This design comes from an exercise in tuning for small area on the open sky130 flow, not from production work. In this exercise RTL edits were held to simulation tests only and were not proved equivalent to the original.

## job 101
// odd_even_sort
module odd_even_sort #(
    parameter n = 32,
    parameter k = 8
)
(
    input [n * k - 1:0] in,
    input clk, reset,
    output [n * k - 1:0] out
);
Size in the first run: roughly 7000 flip-flops, roughly 510 I/O pins, about 190000 µm² of cells after synthesis.
clock: 5.0 ns
lec_check: 0
abc_area: 1
cap_margin: 20
core_margin: 2
core_utilization: 55
cts_buf_list: sky130_fd_sc_hd__clkbuf_16
cts_cluster_diameter: 80
cts_cluster_size: 24
place_density: 0.68
setup_slack_margin: 0.1
slew_margin: 20
standard.sh (not shown) runs the stock make flow with config.mk's settings and CLKGATE_MAP_FILE= SYNTH_SCRIPT=/design/flow/synth_recipe.tcl, a recipe that flattens the netlist after the stock synthesis.
==> flow/flow/run.sh <==
#!/bin/bash
# The standard layout with two changes:
# - synthesis maps the logic with ABC's area-oriented mapper (amap) instead of
#   the delay-oriented one: flow/abc_area.script replaces ORFS's abc_area.script
#   in a copy of ORFS's scripts folder; the rest of synthesis is unchanged, so
#   the registers are the standard synthesis's;
# - buffer_ports puts plain buf_1 cells on every input and output port.
set -euo pipefail
here=$(pwd)
rm -rf "$here/scripts_amap"
cp -r "$FLOW_HOME/scripts" "$here/scripts_amap"
cp "$here/flow/abc_area.script" "$here/scripts_amap/abc_area.script"
export SCRIPTS_DIR="$here/scripts_amap"
export BUFFER_PORTS_ARGS="-buffer_cell sky130_fd_sc_hd__buf_1"
bash standard.sh > standard.log 2>&1
==> flow/flow/abc_area.script <==
strash
dch
amap
topo
stime -c
buffer -c
upsize -c
dnsize -c
--- input diff job 101..job 102 ---
diff --git a/flow/design.v b/flow/design.v
--- a/flow/design.v
+++ b/flow/design.v
@@ -1,35 +1,33 @@
 module odd_even_sort_stage (
     input [7:0] a,
     input [7:0] b,
     output [7:0] hi,
     output [7:0] lo
 );
-    wire [7:0] gt = a & ~b;
-    wire [7:0] lt = ~a & b;
-    wire [3:0] g, l;
+    wire [7:0] g0 = a & ~b;
+    wire [7:0] l0 = ~a & b;
+    wire [3:0] g1, l1;
+    wire [1:0] g2, l2;
     genvar i;
     generate
-        for (i = 0; i < 4; i = i + 1) begin : grp
-            assign g[i] = gt[2 * i + 1] | (~lt[2 * i + 1] & gt[2 * i]);
-            assign l[i] = lt[2 * i + 1] | (~gt[2 * i + 1] & lt[2 * i]);
+        for (i = 0; i < 4; i = i + 1) begin : t1
+            assign g1[i] = g0[2 * i + 1] | (~l0[2 * i + 1] & g0[2 * i]);
+            assign l1[i] = l0[2 * i + 1] | (~g0[2 * i + 1] & l0[2 * i]);
         end
-    endgenerate
-    wire [4:0] ge;
-    assign ge[0] = 1'b1;
-    generate
-        for (i = 0; i < 4; i = i + 1) begin : c
-            assign ge[i + 1] = g[i] | (~l[i] & ge[i]);
+        for (i = 0; i < 2; i = i + 1) begin : t2
+            assign g2[i] = g1[2 * i + 1] | (~l1[2 * i + 1] & g1[2 * i]);
+            assign l2[i] = l1[2 * i + 1] | (~g1[2 * i + 1] & l1[2 * i]);
         end
     endgenerate
-    wire sel = ge[4];
+    wire sel = ~(l2[1] | (~g2[1] & l2[0]));
     assign hi = sel ? a : b;
     assign lo = sel ? b : a;
 endmodule
 module odd_even_sort #(
     parameter n = 32,
     parameter k = 8
 )
 (
     input [n * k - 1:0] in,
     input clk, reset,
     output [n * k - 1:0] out
@@ -735,23 +733,25 @@
     always @(posedge clk) r26 <= r25;
     reg [197:0] r27;   
     always @(posedge clk) r27 <= r26;
     reg [197:0] r28;   
     always @(posedge clk) r28 <= r27;
     reg [197:0] r29;   
     always @(posedge clk) r29 <= r28;
     reg [197:0] r30;   
     always @(posedge clk) r30 <= r29;
     reg [197:0] r31;   
     always @(posedge clk) r31 <= r30;
-    wire [197:0] g = ~r31;
+    reg [197:0] r32;   
+    always @(posedge clk) r32 <= r31;
+    wire [197:0] g = ~r32;
     wire [255:0] dec;
     wire [4:0] d1 = g[160 +: 5];
     wire [4:0] d2 = g[165 +: 5];
     wire [4:0] d3 = g[170 +: 5];
     wire [4:0] d4 = g[175 +: 5];
     wire [4:0] d5 = g[180 +: 5];
     wire [4:0] d6 = g[185 +: 5];
     wire [4:0] d7 = g[190 +: 5];
     assign dec[0 +: 5] = g[0 +: 5];
     wire [6:0] u0 = {(d7 > 5'd0), (d6 > 5'd0), (d5 > 5'd0), (d4 > 5'd0), (d3 > 5'd0), (d2 > 5'd0), (d1 > 5'd0)};
     assign dec[7] = u0[3];
@@ -901,15 +901,13 @@
     wire [6:0] u29 = {(d7 > 5'd29), (d6 > 5'd29), (d5 > 5'd29), (d4 > 5'd29), (d3 > 5'd29), (d2 > 5'd29), (d1 > 5'd29)};
     assign dec[239] = u29[3];
     assign dec[238] = u29[3] ? u29[5] : u29[1];
     assign dec[237] = u29[3] ? (u29[5] ? u29[6] : u29[4]) : (u29[1] ? u29[2] : u29[0]);
     assign dec[240 +: 5] = g[150 +: 5];
     wire [6:0] u30 = {(d7 > 5'd30), (d6 > 5'd30), (d5 > 5'd30), (d4 > 5'd30), (d3 > 5'd30), (d2 > 5'd30), (d1 > 5'd30)};
     assign dec[247] = u30[3];
     assign dec[246] = u30[3] ? u30[5] : u30[1];
     assign dec[245] = u30[3] ? (u30[5] ? u30[6] : u30[4]) : (u30[1] ? u30[2] : u30[0]);
     assign dec[248 +: 5] = g[155 +: 5];
     assign dec[253 +: 3] = g[195 +: 3];
-    reg [255:0] r32;   
-    always @(posedge clk) r32 <= dec;
-    assign out = r32 & {256{valid}};
+    assign out = dec & {256{valid}};
 endmodule
==> run summary <==
- Per the final summary, job 102 finished and its layout is clean on timing, DRC and antenna.
- Overall routing resource usage was higher in the run labelled job 102.
- o22ai_1 as the highest-delay cell along the critical path was reported by job 101, and o21ai_0 by job 102.
- For the simple-gate area share of the yosys netlist, job 102 came in 0.15 points lower than job 101 did.
- Going from job 101 to job 102, non-clock buffer count grew by a few percent.
- Status: area of the core parity (job 102, job 101)
- Between job 102 and job 101, it is job 102 whose routed via count is higher, by about 3%.
- Status: clock-pin slew of the registers on the worst-case setup and hold paths parity (job 101, job 102)
- Looking at sequential share of layout area across job 102 and job 101, the one that comes out higher is job 101.
- The cell area on job 101 is in line with that on job 102.
- In job 102 relative to job 101, wire length of the first global-routing pass had gone up slightly.
- The worst slack on hold paths of job 102 is lower than that of job 101.
- Of job 102 and job 101, the lower overall routed net length belongs to job 101.
- Re tightest slew margin relative to the limit: job 102 is 7.7 points up on job 101.

[separate check: timing with driven ports]
How much do the figures lean on ideal ports? The routed layouts below were timed once more, with nothing changed but the port constraints. Step 1 sets driving cells, clkbuf_16 on the clock port and buf_2 on the other inputs (assumed; they add their load-dependent delay and slew). Step 2 moves the port delays by t, midway between the first and last clock arrival at a register: inputs arrive t later, outputs are due t later. That takes back most of the time a late clock gives input paths. a / b / c = ideal / step 1 / step 2; a / b = the first two.
run	t (ns)	setup slack, ns	pins driven straight from the clock port
job 101	1.054	0.346 / 0.346 / 0.236	1
job 102	1.057	0.191 / 0.066 / 0.244	1
After both steps setup and hold are still met in every run listed. For job 101, which loses most, drivers alone change the setup slack by 0.000 ns; drivers and shift together by -0.110 ns.
